Context: an optimization exercise on an open-source flow, tuned for small area and a short achievable clock period. The choices shown serve that exercise and are no tape-out recipe. Function was checked by simulation only, so behaviour that the tests miss may differ from the original. Power and IR drop assume default switching activity.

### design/flow/config.mk
export PLATFORM = sky130hd
export DESIGN_NAME = cpu
export DESIGN_NICKNAME = cpu
export VERILOG_FILES = /design/flow/design.v
export SDC_FILE = /design/flow/constraint.sdc
export NUM_CORES = 4
export LEC_CHECK = 0
export CAP_MARGIN = 20
export CORE_MARGIN = 2
export CORE_UTILIZATION = 40
export SLEW_MARGIN = 20
### design/flow/constraint.sdc
create_clock -name core_clock -period 5.0 [get_ports {clk}]
set_input_delay 1.0000 -clock core_clock [delete_from_list [all_inputs] [get_ports {clk}]]
set_output_delay 1.0000 -clock core_clock [all_outputs]
set_load 0.01 [all_outputs]
### design/flow/design.v
`timescale 1ns / 1ps
module alu(
    input [31:0] in1,
    input [31:0] in2,
    input [3:0] alu_op,
    output zero,
    output reg [31:0] alu_result,
    output reg overflow
);
assign zero = (alu_result == 'h0);
always@(*)
begin
overflow = 1'b0;
    case(alu_op)
        4'h0: {overflow,alu_result} = in1 + in2;
        4'hA: {overflow,alu_result} = in1 - in2;
        4'h7: {overflow,alu_result} = in1 & in2;   
        4'h6:  {overflow,alu_result} = in1 | in2;
        4'h4: {overflow,alu_result} = in1 ^ in2;
        4'h1: {overflow,alu_result} = in1 << in2;
        4'h5: {overflow,alu_result} = in1 >> in2;
        4'hD: {overflow,alu_result} = in1 >>> in2;
        4'h2: alu_result = in1 < in2 ? 'b1 : 'b0;
        4'h3: alu_result = in1 < in2 ? 'b1 : 'b0;
        default: alu_result = in1;
    endcase
end
endmodule
`timescale 1ns / 1ps
module alu_control(
  input [2:0] funct3,
  input [0:0] funct7_5,
  input [1:0] ctrl_alu_op,
  output reg [3:0] alu_ctrl
);
always @ (*)
begin
  casez (ctrl_alu_op)
    2'b10:
    begin
      if (funct3[1:0] == 2'b01)
        alu_ctrl = {funct7_5,funct3};
      else
        alu_ctrl = {1'b0,funct3};
    end
    2'b01: alu_ctrl = 4'hA;
    2'b00: alu_ctrl = 4'h0;
    default:
      alu_ctrl = 4'h0;
  endcase
end
endmodule
`timescale 1ns / 1ps
module control_unit(
    input       [6:0]   opcode,
    output reg          branch,
    output reg          mem_read,
    output reg          mem_to_reg,
    output reg  [1:0]   alu_op,  
    output reg          mem_write,
    output reg          alu_src,
    output reg          reg_write
);
always@(*)
begin
    branch = 'b0;
    mem_read = 'b0;
    mem_to_reg = 'b0;
    alu_op = 'b0;
    mem_write = 'b0;
    alu_src = 'b0;
    reg_write = 'b0;
    case(opcode)
        7'b0000011: 
        begin
            mem_read = 'b1;
            mem_to_reg = 'b1;
            alu_src = 'b1;
            reg_write = 'b1;
        end
        7'b0010011:
        begin
            alu_op = 'b11;
            alu_src = 'b1;
            reg_write = 'b1;
        end
        7'b0010111:
        begin
            reg_write = 'b1;
            alu_src = 'b1;
        end
        7'b0100011:
        begin
            mem_write = 'b1;
            alu_src = 'b1;
        end
        7'b0110011:
        begin
            reg_write = 'b1;
            alu_op = 'b10;
        end
        7'b0110111:
        begin
            reg_write = 'b1;
            alu_src = 'b1;
        end
        7'b1100011:
        begin
            branch = 'b1;
            alu_op = 'b01;
        end
        7'b1100111:
        begin
            reg_write = 'b1;
        end
        7'b1101111:
        begin
            reg_write = 'b1;
        end
        default:
        begin
            branch = 'b0;
            mem_read = 'b0;
            mem_to_reg = 'b0;
            alu_op = 'b0;
            mem_write = 'b0;
            alu_src = 'b0;
            reg_write = 'b0;
        end
    endcase
end
endmodule
`timescale 1ns / 1ps
module reg_file(
    input           clk,
    input [4:0]     read_reg1,
    input [4:0]     read_reg2,
    input [4:0]     write_reg,
    input [31:0]    write_data,
    input           write_reg_enable,
    output [31:0]   read_data1,
    output [31:0]   read_data2
);
reg [31:0] regs [1:31];
assign read_data1 = (read_reg1 == 'h0) ? 'h0 : regs[read_reg1];
assign read_data2 = (read_reg2 == 'h0) ? 'h0 : regs[read_reg2];
always@(posedge clk)
begin
    if (write_reg_enable && write_reg != 5'h0)
        regs[write_reg] <= write_data;
end
endmodule
`timescale 1ns / 1ps
module instr_fetch
(
    input               clk,
    input               rst,
    input               branch_mem_if,
    input       [31:0]  PC_branch_mem_if,
    input               stall,
    output      [31:0]  PC_if_id
);
wire    [31:0]  Next_PC;
reg     [31:0]  PC_reg;
assign PC_if_id = PC_reg;
assign Next_PC = (stall) ? PC_reg : (branch_mem_if) ? PC_branch_mem_if : PC_reg + 4;
always@(posedge clk)
begin
    if (rst)
        PC_reg <= 32'h0;
    else
        PC_reg <= Next_PC;
end
endmodule
`timescale 1ns / 1ps
module decode(
    input               clk,
    input               rst,
    input [31:0]        instr_if_id,
    input [31:0]        PC_if_id,
    input [4:0]         write_reg_wb_id,  
    input [31:0]        write_data_wb_id,  
    input               write_reg_enable_wb_id,  
    output reg [31:0]   rs1_id_exe,
    output reg [31:0]   rs2_id_exe,
    output reg [31:0]   PC_id_exe,
    output reg [31:0]   imm_id_exe,
    output reg [4:0]    write_reg_id_exe,
    output reg [0:0]    ctrl_branch_id_exe,
    output reg [0:0]    ctrl_mem_read_id_exe,
    output reg [0:0]    ctrl_mem_to_reg_id_exe,
    output reg [1:0]    ctrl_alu_op_id_exe,
    output reg [0:0]    ctrl_mem_write_id_exe,
    output reg [0:0]    ctrl_alu_src_id_exe,
    output reg [0:0]    ctrl_write_reg_id_exe,
    output reg [2:0]    funct3_id_exe,
    output reg [0:0]    funct7_5_id_exe,
    output reg [0:0]    stall_out
);
localparam [31:0] STALL_INSTRUCTION =  32'h00000013;   
wire [31:0]     in_instruction;
wire [31:0]     out_instruction;
wire [31:0]     read_data1;
wire [31:0]     read_data2;
wire [6:0]      opcode;
wire [4:0]      rs1;
wire [4:0]      rs2;
wire [4:0]      rd;
wire [2:0]      funct3;
wire [6:0]      out_opcode;
wire [4:0]      out_rs1;
wire [4:0]      out_rs2;
wire [4:0]      out_rd;
wire [2:0]      out_funct3;
reg Next_stall;
assign in_instruction = instr_if_id;
assign out_instruction = stall_out ? STALL_INSTRUCTION : instr_if_id;  
assign opcode   = in_instruction[6:0];
assign rs1      = in_instruction[19:15];
assign rs2      = in_instruction[24:20];
assign rd       = in_instruction[11:7];
assign funct3   = in_instruction[14:12];
assign out_opcode   = out_instruction[6:0];
assign out_rs1      = out_instruction[19:15];
assign out_rs2      = out_instruction[24:20];
assign out_rd       = out_instruction[11:7];
assign out_funct3   = out_instruction[14:12];
wire [0:0] ctrl_branch_id_exe_next;
wire [0:0] ctrl_mem_read_id_exe_next;
wire [0:0] ctrl_mem_to_reg_id_exe_next;
wire [1:0] ctrl_alu_op_id_exe_next;
wire [0:0] ctrl_mem_write_id_exe_next;
wire [0:0] ctrl_alu_src_id_exe_next;
wire [0:0] ctrl_write_reg_id_exe_next;
reg [4:0]       read_reg1;
reg [4:0]       read_reg2;
reg_file u_reg_file (
    .clk(clk),
    .read_reg1(read_reg1),
    .read_reg2(read_reg2),
    .write_reg(write_reg_wb_id),
    .write_data(write_data_wb_id),
    .write_reg_enable(write_reg_enable_wb_id),
    .read_data1(read_data1),
    .read_data2(read_data2)
);
control_unit u_control_unit(
    .opcode(out_opcode),
    .branch(ctrl_branch_id_exe_next),  
    .mem_read(ctrl_mem_read_id_exe_next),  
    .mem_to_reg(ctrl_mem_to_reg_id_exe_next),  
    .alu_op(ctrl_alu_op_id_exe_next),  
    .mem_write(ctrl_mem_write_id_exe_next),  
    .alu_src(ctrl_alu_src_id_exe_next),  
    .reg_write(ctrl_write_reg_id_exe_next)  
);
localparam WRITTEN_REGS_BUF_LEN = 4;
reg [4:0]       Next_written_regs[0:WRITTEN_REGS_BUF_LEN-1];
reg [4:0]       written_regs[0:WRITTEN_REGS_BUF_LEN-1];
localparam JUMPS_BUF_LEN = 6;
reg [0:0]       Next_jumps[0:JUMPS_BUF_LEN-1];
reg [0:0]       jumps[0:JUMPS_BUF_LEN-1];
integer j;
always@(*)
begin
        Next_written_regs[0] = 'h0;  
        for (j = 0; j < WRITTEN_REGS_BUF_LEN-1; j = j + 1)
            Next_written_regs[j+1] = written_regs[j];
        if (stall_out == 0 && ctrl_write_reg_id_exe_next)
            Next_written_regs[0] = rd;
        Next_jumps[0] = 'h0;
        for (j = 0; j < JUMPS_BUF_LEN-1; j = j + 1)
            Next_jumps[j+1] = jumps[j];
        Next_jumps[0] = 0;
        if (stall_out == 0 && (opcode == 7'b1100111 || opcode == 7'b1101111 || opcode == 7'b1100011))
            Next_jumps[0] = 1;
end
reg [4:0]       in_read_reg1;
reg [4:0]       in_read_reg2;
always@(*)
begin
    case (opcode)
        7'b1100111,
        7'b0010011,
        7'b0000011:
        begin
            in_read_reg1 = rs1;
            in_read_reg2 = 'h0;
        end
        7'b0110111,
        7'b0010111:
        begin
            in_read_reg1 = 'h0;
            in_read_reg2 = 'h0;
        end
        default:
        begin
            in_read_reg1 = rs1;
            in_read_reg2 = rs2;
        end
    endcase
end
always@(*)
begin
    case (out_opcode)
        7'b1100111,
        7'b0010011,
        7'b0000011:
        begin
            read_reg1 = out_rs1;
            read_reg2 = 'h0;
        end
        7'b0110111,
        7'b0010111:
        begin
            read_reg1 = 'h0;
            read_reg2 = 'h0;
        end
        default:
        begin
            read_reg1 = out_rs1;
            read_reg2 = out_rs2;
        end
    endcase
end
integer k;
always@(*)
begin
    Next_stall = 0;
    for (k = 0; k < WRITTEN_REGS_BUF_LEN; k = k + 1)
    begin
        if ((Next_written_regs[k] == in_read_reg1 && in_read_reg1 != 0) || (Next_written_regs[k] == in_read_reg2 && in_read_reg2 != 0))
            Next_stall = 1;
    end
    for (k = 0; k < JUMPS_BUF_LEN; k = k + 1)
    begin
        if (Next_jumps[k] == 1)
            Next_stall = 1;
    end
end
reg  [31:0]     Next_imm;
always@(*)
begin
    case (out_opcode)
        7'b1100111,
        7'b0010011,
        7'b0000011:
            Next_imm = {{20{out_instruction[31]}},out_instruction[31:20]};
        7'b1100011:
            Next_imm = {{19{out_instruction[31]}},out_instruction[31],out_instruction[7],out_instruction[30:25],out_instruction[11:8],1'b0};
        7'b0100011:
            Next_imm = {{20{out_instruction[31]}},out_instruction[31:25],out_instruction[11:7]};
        7'b1101111:
            Next_imm = {{11{out_instruction[31]}},out_instruction[31],out_instruction[19:12],out_instruction[20],out_instruction[30:21],1'b0};
        7'b0110111,
        7'b0010111:
            Next_imm = {out_instruction[31:12],12'h000};
        default:
            Next_imm = 'h0;
    endcase
end
integer i;
always@(posedge clk)
begin
    if (rst)
    begin
        rs1_id_exe <= 'h0;
        rs2_id_exe <= 'h0;
        PC_id_exe <= 'h0;
        imm_id_exe <= 'h0;
        write_reg_id_exe <= 'h0;
        ctrl_branch_id_exe <= 'h0;
        ctrl_mem_read_id_exe <= 'h0;
        ctrl_mem_to_reg_id_exe <= 'h0;
        ctrl_alu_op_id_exe <= 'h0;
        ctrl_mem_write_id_exe <= 'h0;
        ctrl_alu_src_id_exe <= 'h0;
        ctrl_write_reg_id_exe <= 'h0;
        funct3_id_exe <= 'h0;
        funct7_5_id_exe <= 'h0;
        stall_out <= 'h0;
        for (i = 0; i < WRITTEN_REGS_BUF_LEN; i = i + 1)
            written_regs[i] <= 'h0;
        for (i = 0; i < JUMPS_BUF_LEN; i = i + 1)
            jumps[i] <= 'h0;
    end
    else
    begin
        rs1_id_exe <= read_data1;
        rs2_id_exe <= read_data2;
        PC_id_exe <= PC_if_id;
        imm_id_exe <= Next_imm;
        write_reg_id_exe <= rd;
        ctrl_branch_id_exe <= ctrl_branch_id_exe_next;
        ctrl_mem_read_id_exe <= ctrl_mem_read_id_exe_next;
        ctrl_mem_to_reg_id_exe <= ctrl_mem_to_reg_id_exe_next;
        ctrl_alu_op_id_exe <= ctrl_alu_op_id_exe_next;
        ctrl_mem_write_id_exe <= ctrl_mem_write_id_exe_next;
        ctrl_alu_src_id_exe <= ctrl_alu_src_id_exe_next;
        ctrl_write_reg_id_exe <= ctrl_write_reg_id_exe_next;
        funct3_id_exe <= out_funct3;
        funct7_5_id_exe <= out_instruction[30];
        stall_out <= Next_stall;
        for (i = 0; i < WRITTEN_REGS_BUF_LEN; i = i + 1)
            written_regs[i] <= Next_written_regs[i];
        for (i = 0; i < JUMPS_BUF_LEN-1; i = i + 1) 
            jumps[i] <= Next_jumps[i];
    end
end
endmodule
`timescale 1ns / 1ps
module execute(
        input               clk,
        input               rst,
        input [31:0]        PC_id_exe,
        input [31:0]        rs1_id_exe,
        input [31:0]        rs2_id_exe,
        input [31:0]        imm_id_exe,
        input               ctrl_alu_src_id_exe,
        input [1:0]         ctrl_alu_op_id_exe,
        input [0:0]         ctrl_branch_id_exe,  
        input [0:0]         ctrl_mem_read_id_exe,  
        input [0:0]         ctrl_mem_to_reg_id_exe,  
        input [0:0]         ctrl_mem_write_id_exe,  
        input [0:0]         ctrl_write_reg_id_exe,  
        input [4:0]         write_reg_id_exe,
        input [2:0]         funct3_id_exe,
        input [0:0]         funct7_5_id_exe,
        output reg [31:0]   alu_result_exe_mem,
        output reg          zero_exe_mem,
        output reg [31:0]   PC_branch_exe_mem,
        output reg [31:0]   rs2_exe_mem,
        output reg [4:0]    write_reg_exe_mem,
        output reg [0:0]    ctrl_branch_exe_mem,  
        output reg [0:0]    ctrl_mem_read_exe_mem,  
        output reg [0:0]    ctrl_mem_to_reg_exe_mem,  
        output reg [0:0]    ctrl_mem_write_exe_mem,  
        output reg [0:0]    ctrl_write_reg_exe_mem  
);
wire [31:0] alu_in1;
wire [31:0] alu_in2;
reg     [31:0]  Next_PC_sum;
wire    [31:0]  Next_alu_result;
wire            Next_zero;
always@(posedge clk)
begin
    if (rst)
    begin
        PC_branch_exe_mem <= 32'h0;
        alu_result_exe_mem <= 32'h0;
        zero_exe_mem <= 1'b0;
        rs2_exe_mem <= 32'h0;
        write_reg_exe_mem <= 5'h0;
        ctrl_branch_exe_mem <= 'h0;
        ctrl_mem_read_exe_mem <= 'h0;
        ctrl_mem_to_reg_exe_mem <= 'h0;
        ctrl_mem_write_exe_mem <= 'h0;
        ctrl_write_reg_exe_mem <= 'h0;
    end
    else
    begin
        PC_branch_exe_mem <= Next_PC_sum; 
        alu_result_exe_mem <= Next_alu_result;
        zero_exe_mem <= Next_zero;
        rs2_exe_mem <= rs2_id_exe;   
        write_reg_exe_mem <= write_reg_id_exe;
        ctrl_branch_exe_mem <= ctrl_branch_id_exe;
        ctrl_mem_read_exe_mem <= ctrl_mem_read_id_exe;
        ctrl_mem_to_reg_exe_mem <= ctrl_mem_to_reg_id_exe;
        ctrl_mem_write_exe_mem <= ctrl_mem_write_id_exe;
        ctrl_write_reg_exe_mem <= ctrl_write_reg_id_exe;
    end
end
always@(*)
begin
    Next_PC_sum = PC_id_exe + (imm_id_exe << 1);
end
assign alu_in1 = rs1_id_exe;
assign alu_in2 = ctrl_alu_src_id_exe ? imm_id_exe : rs2_id_exe;
wire [3:0] alu_ctrl;
alu_control u_alu_control (
   .funct3(funct3_id_exe),
   .funct7_5(funct7_5_id_exe),
   .ctrl_alu_op(ctrl_alu_op_id_exe),
   .alu_ctrl(alu_ctrl)
);
alu u_alu(
    .in1(alu_in1),
    .in2(alu_in2),
    .alu_op(alu_ctrl),
    .zero(Next_zero),
    .alu_result(Next_alu_result),
    .overflow()
);
endmodule
`timescale 1ns / 1ps
module mem_access # (
    parameter AddrWidth = 10,
    parameter DataWidth = 32
) (
    input               clk,
    input               ctrl_branch_exe_mem,
    input               ctrl_mem_read_exe_mem,
    input               ctrl_mem_to_reg_exe_mem,
    input               ctrl_write_reg_exe_mem,
    input       [31:0]  alu_out_exe_mem,
    input       [4:0]   write_reg_exe_mem,
    output reg  [31:0]  reg_out_mem_wb,
    output reg  [4:0]   write_reg_mem_wb,
    output reg          ctrl_branch_mem_wb,
    output reg          ctrl_mem_to_reg_mem_wb,
    output reg          ctrl_write_reg_mem_wb
);
always@(posedge clk)
begin
    begin
        reg_out_mem_wb <= alu_out_exe_mem;
        write_reg_mem_wb <= write_reg_exe_mem;
        ctrl_branch_mem_wb <= ctrl_branch_exe_mem;
        ctrl_mem_to_reg_mem_wb <= ctrl_mem_to_reg_exe_mem;
        ctrl_write_reg_mem_wb <= ctrl_write_reg_exe_mem;
    end
end
endmodule
`timescale 1ns / 1ps
module write_back(
    input clk,
    input       [31:0]  r_data_mem_wb,
    input       [31:0]  reg_out_mem_wb,
    input       [4:0]   write_reg_mem_wb,
    input               ctrl_mem_to_reg_mem_wb,
    input               ctrl_write_reg_mem_wb,
    output      [31:0]  write_data_wb_id,
    output      [4:0]   write_reg_wb_id,
    output      [0:0]   ctrl_write_reg_wb_id
);
assign write_data_wb_id = ctrl_mem_to_reg_mem_wb ? r_data_mem_wb : reg_out_mem_wb;   
assign ctrl_write_reg_wb_id = ctrl_write_reg_mem_wb;
assign write_reg_wb_id = write_reg_mem_wb;
endmodule
`timescale 1ns / 1ps
module cpu(
    input               clk,
    input               rst,
    input  [31:0]       rom_rdata,
    input  [31:0]       ram_rdata,
    output              ram_we,
    output [31:0]       ram_wdata,
    output [31:0]       rom_addr,
    output [31:0]       ram_addr,
    output [15:0]       led
);
wire [31:0] PC_branch_mem_if;
assign PC_branch_mem_if = 0;  
wire        ctrl_branch_mem_if;
wire [31:0] PC_if_id;
wire [31:0] instr_if_id;
instr_fetch u_instr_fetch(
    .clk(clk),
    .rst(rst),
    .branch_mem_if(ctrl_branch_mem_if),
    .PC_branch_mem_if(PC_branch_mem_if),
    .stall(stall_id),
    .PC_if_id(PC_if_id)
);
assign instr_if_id = rom_rdata;
assign rom_addr = PC_if_id;
wire [31:0] rs1_id_exe;
wire [31:0] rs2_id_exe;
wire [31:0] PC_id_exe;
wire [31:0] imm_id_exe;
wire [4:0]  write_reg_wb_id;
wire [31:0] write_data_wb_id;
wire [0:0]  ctrl_write_reg_wb_id;  
wire [4:0]  write_reg_id_exe;
wire [0:0]  stall_id;  
wire [0:0]    ctrl_branch_id_exe;  
wire [0:0]    ctrl_mem_read_id_exe;  
wire [0:0]    ctrl_mem_to_reg_id_exe;  
wire [1:0]    ctrl_alu_op_id_exe;  
wire [0:0]    ctrl_mem_write_id_exe;  
wire [0:0]    ctrl_alu_src_id_exe;  
wire [0:0]    ctrl_write_reg_id_exe;  
wire [2:0]    funct3_id_exe;
wire [0:0]    funct7_5_id_exe;
decode u_decode(
    .clk(clk),
    .rst(rst),
    .instr_if_id(instr_if_id),
    .PC_if_id(PC_if_id),
    .write_reg_wb_id(write_reg_wb_id),
    .write_data_wb_id(write_data_wb_id),
    .write_reg_enable_wb_id(ctrl_write_reg_wb_id),
    .rs1_id_exe(rs1_id_exe),
    .rs2_id_exe(rs2_id_exe),
    .PC_id_exe(PC_id_exe),
    .imm_id_exe(imm_id_exe),
    .write_reg_id_exe(write_reg_id_exe),
    .ctrl_branch_id_exe(ctrl_branch_id_exe),
    .ctrl_mem_read_id_exe(ctrl_mem_read_id_exe),
    .ctrl_mem_to_reg_id_exe(ctrl_mem_to_reg_id_exe),
    .ctrl_alu_op_id_exe(ctrl_alu_op_id_exe),
    .ctrl_mem_write_id_exe(ctrl_mem_write_id_exe),
    .ctrl_alu_src_id_exe(ctrl_alu_src_id_exe),
    .ctrl_write_reg_id_exe(ctrl_write_reg_id_exe),
    .funct3_id_exe(funct3_id_exe),
    .funct7_5_id_exe(funct7_5_id_exe),
    .stall_out(stall_id)
);
wire [31:0] alu_result_exe_mem;
wire        zero_exe_mem;
wire [31:0] PC_branch_exe_mem;
wire [31:0] rs2_exe_mem;
wire [4:0]  write_reg_exe_mem;
wire [0:0]    ctrl_branch_exe_mem;  
wire [0:0]    ctrl_mem_read_exe_mem;  
wire [0:0]    ctrl_mem_to_reg_exe_mem;  
wire [0:0]    ctrl_mem_write_exe_mem;  
wire [0:0]    ctrl_write_reg_exe_mem;  
execute u_execute(
    .clk(clk),
    .rst(rst),
    .PC_id_exe(PC_id_exe),
    .rs1_id_exe(rs1_id_exe),
    .rs2_id_exe(rs2_id_exe),
    .imm_id_exe(imm_id_exe),
    .ctrl_alu_src_id_exe(ctrl_alu_src_id_exe),
    .ctrl_alu_op_id_exe(ctrl_alu_op_id_exe),
    .ctrl_branch_id_exe(ctrl_branch_id_exe),
    .ctrl_mem_read_id_exe(ctrl_mem_read_id_exe),
    .ctrl_mem_to_reg_id_exe(ctrl_mem_to_reg_id_exe),
    .ctrl_mem_write_id_exe(ctrl_mem_write_id_exe),
    .ctrl_write_reg_id_exe(ctrl_write_reg_id_exe),
    .write_reg_id_exe(write_reg_id_exe),
    .funct3_id_exe(funct3_id_exe),
    .funct7_5_id_exe(funct7_5_id_exe),
    .alu_result_exe_mem(alu_result_exe_mem),
    .zero_exe_mem(zero_exe_mem),
    .PC_branch_exe_mem(PC_branch_exe_mem),  
    .rs2_exe_mem(rs2_exe_mem),
    .write_reg_exe_mem(write_reg_exe_mem),
    .ctrl_branch_exe_mem(ctrl_branch_exe_mem),
    .ctrl_mem_read_exe_mem(ctrl_mem_read_exe_mem),
    .ctrl_mem_to_reg_exe_mem(ctrl_mem_to_reg_exe_mem),
    .ctrl_mem_write_exe_mem(ctrl_mem_write_exe_mem),
    .ctrl_write_reg_exe_mem(ctrl_write_reg_exe_mem)
);
wire [31:0] r_data_mem_wb;
wire [31:0] reg_out_mem_wb;
wire [4:0]  write_reg_mem_wb;
wire [0:0]    ctrl_mem_to_reg_mem_wb;  
wire [0:0]    ctrl_write_reg_mem_wb;  
mem_access u_mem_access(
    .clk(clk),
    .ctrl_branch_exe_mem(ctrl_branch_exe_mem),
    .ctrl_mem_read_exe_mem(ctrl_mem_read_exe_mem),
    .ctrl_mem_to_reg_exe_mem(ctrl_mem_to_reg_exe_mem),
    .ctrl_write_reg_exe_mem(ctrl_write_reg_exe_mem),
    .alu_out_exe_mem(alu_result_exe_mem),
    .write_reg_exe_mem(write_reg_exe_mem),
    .reg_out_mem_wb(reg_out_mem_wb),
    .write_reg_mem_wb(write_reg_mem_wb),
    .ctrl_branch_mem_wb(ctrl_branch_mem_if),
    .ctrl_mem_to_reg_mem_wb(ctrl_mem_to_reg_mem_wb),
    .ctrl_write_reg_mem_wb(ctrl_write_reg_mem_wb)
);
assign r_data_mem_wb = ram_rdata;
assign ram_addr = alu_result_exe_mem;
assign ram_we = ctrl_mem_write_exe_mem;
assign ram_wdata = rs2_exe_mem;
write_back u_write_back(
    .clk(clk),
    .r_data_mem_wb(r_data_mem_wb),
    .reg_out_mem_wb(reg_out_mem_wb),
    .write_reg_mem_wb(write_reg_mem_wb),
    .ctrl_mem_to_reg_mem_wb(ctrl_mem_to_reg_mem_wb),
    .ctrl_write_reg_mem_wb(ctrl_write_reg_mem_wb),
    .write_data_wb_id(write_data_wb_id),
    .write_reg_wb_id(write_reg_wb_id),
    .ctrl_write_reg_wb_id(ctrl_write_reg_wb_id)
);
assign led = r_data_mem_wb[15:0];
endmodule
### design/flow/run.sh
#!/bin/bash
# synth_recipe.tcl (not shown) runs the flow's synth.tcl, then flattens the netlist and writes it again
# the make line also repeats each setting of config.mk as NAME=value (left out here)
make -C /OpenROAD-flow-scripts/flow DESIGN_CONFIG=/design/flow/config.mk WORK_HOME=/design/flow/orfs CLKGATE_MAP_FILE= SYNTH_SCRIPT=/design/flow/synth_recipe.tcl finish
==> results.txt <==
placed cells by master (no fill, tap or decap), types with 35 or more instances in the layout:
cell type / Yosys / final
nor2b_1: 84 / 84
and3_1: 68 / 61
mux2_2: 40 / 40
a21oi_1: 251 / 251
mux2i_1: 136 / 133
nor4_1: 40 / 40
a221oi_1: 39 / 39
nor3_1: 80 / 70
clkbuf_16: 0 / 143
buf_12: 0 / 51
a211oi_1: 103 / 100
o21ai_0: 297 / 294
inv_1: 96 / 94
nand3_1: 153 / 151
o22ai_1: 207 / 207
nor2_1: 268 / 244
ha_1: 101 / 101
a31oi_1: 256 / 256
o221ai_1: 325 / 325
edfxtp_1: 992 / 992
buf_4: 22 / 295
nand2_1: 1127 / 1114
dfxtp_1: 276 / 273
xnor2_1: 35 / 35
a311oi_1: 165 / 164
clkdlybuf4s50_1: 0 / 175
final timing paths:
path,cells after the start,endpoint,startpoint
max,16,u_execute.alu_result_exe_mem[20],u_decode.rs1_id_exe[0]
min,0,u_mem_access.ctrl_mem_to_reg_mem_wb,u_execute.ctrl_mem_to_reg_exe_mem
max reg2reg,16,u_execute.alu_result_exe_mem[20],u_decode.rs1_id_exe[0]
min reg2reg,0,u_mem_access.ctrl_mem_to_reg_mem_wb,u_execute.ctrl_mem_to_reg_exe_mem
per-layer routing:
layer  share of wire [%]  vias up  global-route usage, %
li1                    -    23599                      -
met1                  38    27497                  42.76
met2                  44     4226                  49.41
met3                  12      819                  8.763
met4                 6.1        8                  17.78
met5               0.066        -                      0
area by class of cell:
class,count,area [sq um]
fillers,14288,84130
flip-flops and latches,1268,35320
multi-input cells,4158,25960
repair buffers,522,5002
clock buffers,178,3810
well taps,2072,2592
clock inverters,79,803.3
inverters,99,374.1
diodes,12,30.03
through the flow:
step                setup WS, ns  hold WS, ns  utilization, %  TNS, ns
global placement          -1.454       0.3111           43.78   -2.653
finish                    0.3665       0.3223           46.76        0
global route             0.05178       0.3346           46.74        0
CTS                       0.3753       0.3259           46.74        0
detailed placement       0.04848       0.3121           43.82        0
floorplan                 0.5376       0.3096               -        0
logic make-up after synthesis:
family / after synthesis / synth area share [%]
XOR/XNOR: 59 / 0.8146
other: 1 / 0.005912
AND/OR/NAND/NOR: 1940 / 13.37
adder cells (fa/ha/maj): 103 / 2.055
AO/OA/AOI/OAI: 1856 / 20.27
flip-flops: 1268 / 55.67
multiplexers: 198 / 3.637
buffers and inverters: 648 / 4.176
worst max-delay path, cell delays in order, from the launching register on:
cell	delay, ns
dfxtp_1	0.99
inv_1	0.39
ha_1	0.34
inv_1	0.09
fa_1	0.25
nand2b_1	0.09
a221oi_1	0.30
buf_4	0.18
o21ai_2	0.11
o41a_2	0.40
buf_4	0.16
o21bai_2	0.16
a2111oi_2	0.11
o41ai_2	0.32
mux2i_1	0.12
a2111oi_0	0.36
a211oi_1	0.11
where the power goes:
group	leakage (nW)	total [mW]	internal, mW	switching, mW
Combinational	11.6	7.07	2.23	4.84
Clock	2.27	10.5	6.05	4.46
Sequential	11.4	12.5	12.1	0.417
Total	25.2	30.1	20.4	9.71
==> impl_metrics.csv <==
group,metric,value,unit
grt,grt_pass1_wl,385000,microns
sta,finalSetupViolCount,0,
grt,grt_pass1_vias,52697,
clocking,cts_buffers,140,
clocking,cts.path.max_buffers,3,
sta,fin_skew,0.04504,ns
sta,slew_viol_final,0,
clocking,postCtsSetupBuffers,0,
sta,rsz0062_at_grt,"false",
clocking,insertion_delay,0.82,ns
drt,drtIter0Drc,8767,
sta,fin_crit,4.633,ns
placed_design,dpl_cell_area,69240,sq um
placed_design,io_buffers,176,
grt,grt.total_usage,32.72,%
clocking,clk_pin_slew,0.06,ns
die,io_pins,179,
power_and_ir_drop,vdd_drop_max,0.3162,mV
power_and_ir_drop,total_power,30.07,mW
synthesis,synth-async-reset-ratio,0,%
synthesis,synthTopCellsByArea,"edfxtp_1, dfxtp_1, nand2_1, o221ai_1, a31oi_1",
synthesis,yosysWarnings,12,
grt,antenna_found_initial,14,
synthesis,synth_edf_count,992,
power_and_ir_drop,leakage,25.24,nW
power_and_ir_drop,p_per_area,407.0,nW/um^2
die,start_util,40.14,%
setup_path,crit_type,"reg2reg",
sta,min_period_over_period,92.67,%
final_layout,largest_reg_flops,992,
clocking,ctsHtreeMaxLevel,4,
synthesis,synth_most_common_cell,"nand2_1",
sta,max_freq,215.8,MHz
grt,grt_max_degree,102,
drt,drtAntennaViolNets,0,
placed_design,hpwl,175700,microns
worst_hold_path,hold_path.class,"reg2reg",
sta,finalHoldViolations,0,
final_layout,syn_to_final_growth,16.48,%
final_layout,final_area,73890,sq um
status,status,"complete, no violations",
grt,gr-total-overflow,0,
synthesis,synth.yosys.seq_area_share,55.67,%
clocking,cts_tree,"built",
synthesis,ys_seq_elements,1268,
die,die-area,161800,sq um
sta,slew-limit-headroom,18.86,%
synthesis,ys_types,91,
sta,worst_pin_slew,1.217,ns
setup_path,cp.arrival,5.27,ns
die,rows,146,
setup_path,reg2reg_slack,0.37,ns
setup_path,end_kind,"flip-flop",
final_layout,largest-register,"u_decode.u_reg_file.regs",
setup_path,crit_fanout,7,
clocking,cts_root_buf,"clkbuf_16",
synthesis,syn_avg_cell_area,10.44,sq um
placed_design,gp_congestion,0.9858,
clocking,cts.sinks,1268,
drt,viasPerCell,6.694,
die,die_w,402.2,microns
synthesis,synth_area_leader_cell,"edfxtp_1",
synthesis,synth_ff_type,"edfxtp_1",
synthesis,synth_top_area_share,46.96,%
run,maxCapViolations,0,
synthesis,synth_common_cells,"nand2_1, edfxtp_1, clkbuf_1",
clocking,hold_buffers,0,
clocking,cts.repair.resized,0,
setup_path,crit_required,5.64,ns
drt,vias,56149,
drt,totalWireLength,274100,microns
final_layout,layout.nets,6358,
die,die_h,402.2,microns
synthesis,syn_area,63430,sq um
synthesis,synthCells,6073,
drt,post_drt_wl_per_cell,32.67,microns
final_layout,final_cells,8388,
drt,post-route-drc-count,0,
die,coreArea,158000,sq um
placed_design,placed_cells,8119,
drt,first_pass_iters,8,
setup_path,startpoint_type,"flip-flop",
final_layout,drive_gt1_share,11.52,%

-- what the ideal ports hide --
The results above use ideal ports. As a check the final layout listed here was re-extracted and re-timed, cells and wires unchanged. Step 1 (the two cells are an assumption about what drives the block):
set clk [get_ports {clk}]
set_driving_cell -lib_cell sky130_fd_sc_hd__clkbuf_16 $clk
set_driving_cell -lib_cell sky130_fd_sc_hd__buf_2 [delete_from_list [all_inputs] $clk]
Step 2 times the ports against the registers' clock, not the clock port: input delays grow and output delays shrink by t, the midpoint of the rising clock arrivals with the driver on. a / b / c = ideal / step 1 / step 2; a / b = the first two.
shift t [ns]: 0.875
setup slack, ns: 0.367 / 0.367 / -0.217
worst register clock-pin slew, ns: 0.07 / 0.07
pins driven straight from the clock port: 1
With both steps, setup timing fails in this run, where it was met with ideal ports. For this run, drivers alone change the setup slack by 0.000 ns; drivers and shift together by -0.584 ns.
